Background: an optimization exercise with open tools, aiming at small area and a short achievable clock period. Do not read the settings as production practice.
Only simulation tests tie the RTL to the original design; equivalence was not proved.
The clock port is modelled as an ideal driver; clocking choices that lean on that would not hold on a real chip.

==> inputs of run a <==
// fir_filter_16_tap
module fir_filter_16_tap (
    input clk,
    input rst,
    input [15:0] x_in,
    input [15:0] h0, h1, h2, h3, h4, h5, h6, h7,
    input [15:0] h8, h9, h10, h11, h12, h13, h14, h15,
    output reg [31:0] y_out
);
    reg [15:0] tap0, tap1, tap2, tap3, tap4, tap5, tap6, tap7;
    reg [15:0] tap8, tap9, tap10, tap11, tap12, tap13, tap14, tap15;
    wire [151:0] pp0, pp1, pp2, pp3, pp4, pp5, pp6, pp7;
    wire [151:0] pp8, pp9, pp10, pp11, pp12, pp13, pp14, pp15;
    fir_pp_gen m0 (.a(tap0), .h(h0), .nb(pp0));
    fir_pp_gen m1 (.a(tap1), .h(h1), .nb(pp1));
    fir_pp_gen m2 (.a(tap2), .h(h2), .nb(pp2));
    fir_pp_gen m3 (.a(tap3), .h(h3), .nb(pp3));
    fir_pp_gen m4 (.a(tap4), .h(h4), .nb(pp4));
    fir_pp_gen m5 (.a(tap5), .h(h5), .nb(pp5));
    fir_pp_gen m6 (.a(tap6), .h(h6), .nb(pp6));
    fir_pp_gen m7 (.a(tap7), .h(h7), .nb(pp7));
    fir_pp_gen m8 (.a(tap8), .h(h8), .nb(pp8));
  ...
clock: 25.0 ns
lec_check: 0
cap_margin: 20
core_margin: 2
core_utilization: 30
slew_margin: 20
synth_hierarchical: 1
standard.sh (not shown) runs the stock make flow with config.mk's settings and CLKGATE_MAP_FILE= SYNTH_SCRIPT=/design/flow/synth_recipe.tcl, a recipe that flattens the netlist after the stock synthesis.
==> flow/flow/run.sh <==
#!/bin/bash
# Own flow: the standard layout (standard.sh: the standard synthesis and ORFS steps),
# with these changes to how the layout is made:
#  - the port buffers are buf_2 cells rather than the cell buffer_ports picks by itself;
#  - after global placement the y_out flip-flops are moved next to the gates that drive
#    them, which the placer otherwise leaves out at the output pins (flow/post_gp.tcl);
#  - the global router's layer capacities (flow/fastroute.tcl) move wiring off met1/met2,
#    which the detailed router otherwise spends most of its time on.
# Constraints (constraint.sdc) and everything else are the standard flow's. make's output goes to
# flow_make.log here; ORFS keeps each step's log under orfs/logs/.
set -euo pipefail
bash standard.sh \
  "BUFFER_PORTS_ARGS=-buffer_cell sky130_fd_sc_hd__buf_2" \
  "SETUP_SLACK_MARGIN=12.5" \
  "TNS_END_PERCENT=0" \
  "POST_GLOBAL_PLACE_TCL=$PWD/flow/post_gp.tcl" \
  "POST_CTS_TCL=$PWD/flow/post_cts.tcl" \
  "EXTRA_SETUP_MARGIN=14" \
  "FASTROUTE_TCL=$PWD/flow/fastroute.tcl" \
  finish > flow_make.log 2>&1
==> flow/flow/post_gp.tcl <==
# After global placement: put each y_out flip-flop on top of the cell that drives its D
# input (the last gate of the final adder); detailed placement then legalizes it next to
# that cell. The y_out flip-flops' D inputs end the critical paths, while their outputs
# (to the y_out ports, due 5 ns before the next edge) have most of the cycle to spare.
set block [ord::get_db_block]
set moved 0
foreach inst [$block getInsts] {
  if {![string match {y_out*} [$inst getName]]} continue
  set d [$inst findITerm D]
  if {$d == "NULL"} continue
  set net [$d getNet]
  set drv ""
  foreach it [$net getITerms] {
    if {[$it isOutputSignal]} { set drv [$it getInst] }
  }
  if {$drv == ""} continue
  set loc [$drv getLocation]
  $inst setLocation [lindex $loc 0] [lindex $loc 1]
  incr moved
}
puts "post_gp: moved $moved y_out flip-flops to their D drivers"
Other scripts of this flow, unchanged in this note and not shown: flow/flow/fastroute.tcl, flow/flow/post_cts.tcl
==> run b (differences from run a) <==
--- a/flow/flow/run.sh
+++ b/flow/flow/run.sh
@@ -4,5 +4,6 @@
 #  - the port buffers are buf_2 cells rather than the cell buffer_ports picks by itself;
 #  - after global placement the y_out flip-flops are moved next to the gates that drive
-#    them, which the placer otherwise leaves out at the output pins (flow/post_gp.tcl);
+#    them, which the placer otherwise leaves out at the output pins, and selectors that
+#    lie far from the full adder they drive are moved next to it (flow/post_gp.tcl);
 #  - the global router's layer capacities (flow/fastroute.tcl) move wiring off met1/met2,
 #    which the detailed router otherwise spends most of its time on.
@@ -15,4 +16,5 @@
   "TNS_END_PERCENT=0" \
   "POST_GLOBAL_PLACE_TCL=$PWD/flow/post_gp.tcl" \
+  "SEL_MOVE_UM=40" \
   "POST_CTS_TCL=$PWD/flow/post_cts.tcl" \
   "EXTRA_SETUP_MARGIN=14" \
==> flow/flow/post_gp.tcl (replaced) <==
# After global placement, two kinds of cells are moved on top of a neighbour; detailed
# placement then legalizes them next to it.
#  - Each y_out flip-flop goes to the gate that drives its D input (the last gate of the
#    final adder). Its D input ends the critical paths, while its output (to the y_out
#    port, due 5 ns before the next edge) has most of the cycle to spare.
set block [ord::get_db_block]
set moved 0
foreach inst [$block getInsts] {
  if {![string match {y_out*} [$inst getName]]} continue
  set d [$inst findITerm D]
  if {$d == "NULL"} continue
  set drv ""
  foreach it [[$d getNet] getITerms] {
    if {[$it isOutputSignal]} { set drv [$it getInst] }
  }
  if {$drv == ""} continue
  set loc [$drv getLocation]
  $inst setLocation [lindex $loc 0] [lindex $loc 1]
  incr moved
}
puts "post_gp: moved $moved y_out flip-flops to their D drivers"
set limit [expr {$::env(SEL_MOVE_UM) * [$block getDbUnitsPerMicron]}]
set moved 0
foreach inst [$block getInsts] {
  if {[[$inst getMaster] getName] != "sky130_fd_sc_hd__a222oi_1"} continue
  set loads {}
  foreach it [[[$inst findITerm Y] getNet] getITerms] {
    if {[$it isInputSignal]} { lappend loads [$it getInst] }
  }
  if {[llength $loads] != 1} continue
  set loc [[lindex $loads 0] getLocation]
  set here [$inst getLocation]
  set dist [expr {abs([lindex $loc 0] - [lindex $here 0]) + abs([lindex $loc 1] - [lindex $here 1])}]
  if {$dist <= $limit} continue
  $inst setLocation [lindex $loc 0] [lindex $loc 1]
  incr moved
}
puts "post_gp: moved $moved selectors to their loads"
==> comparison table <==
	run b	run a
Layout fillers	28163	28144
Startpoint of the worst-slack reg-to-reg timing path	tap10[0]$_DFF_PP0_	tap14[1]$_DFF_PP0_
DRC violation total after the first TritonRoute iteration	15529	15430
Clock latency (worst-skew pair)	0.81 ns	0.79 ns
Largest stage delay on the critical path	0.71 ns	0.99 ns
Highest net fanout along the worst path	16	6
Crit path launch	h3[0]	h12[6]
Final-layout non-clock buffer area share	4.81%	4.33%
Status	no timing/DRC/antenna violations	no timing/DRC/antenna violations
Area used by multi-input combinational logic	79300 um^2	79000 um^2
Amount of wire on met3 after detailed routing	139000 um	128000 um
HPWL reported at the end of detailed placement	458000 um	438000 um

separate check: timing with driven ports:
The results above use ideal ports. As a check the final layouts listed here were re-extracted and re-timed, cells and wires unchanged.
Step 1 (the two cells are an assumption about what drives the block):
set clk [get_ports {clk}]
set_driving_cell -lib_cell sky130_fd_sc_hd__clkbuf_16 $clk
set_driving_cell -lib_cell sky130_fd_sc_hd__buf_2 [delete_from_list [all_inputs] $clk]
Step 2 adds t to the input delays and takes it off the output delays; t is the mean of the earliest and latest rising clock arrival at the registers after step 1. Input paths then give back, and output paths get back, about the clock's delay inside the block.
a / b / c = no drivers / after step 1 / after step 2; a / b = the first two.
run | t (ns) | slack for setup (ns) | slew at the worst register clock pin (ns) | worst data-port slew with drivers (ns)
run a | 0.849 | 12.110 / 12.184 / 11.335 | 0.08 / 0.08 | 0.23
run b | 0.876 | 12.272 / 12.306 / 11.430 | 0.09 / 0.09 | 0.19
After both steps every run listed still meets setup and hold. The setup slack of run b, which loses most, moves by +0.034 ns with the drivers and by -0.842 ns with both steps.
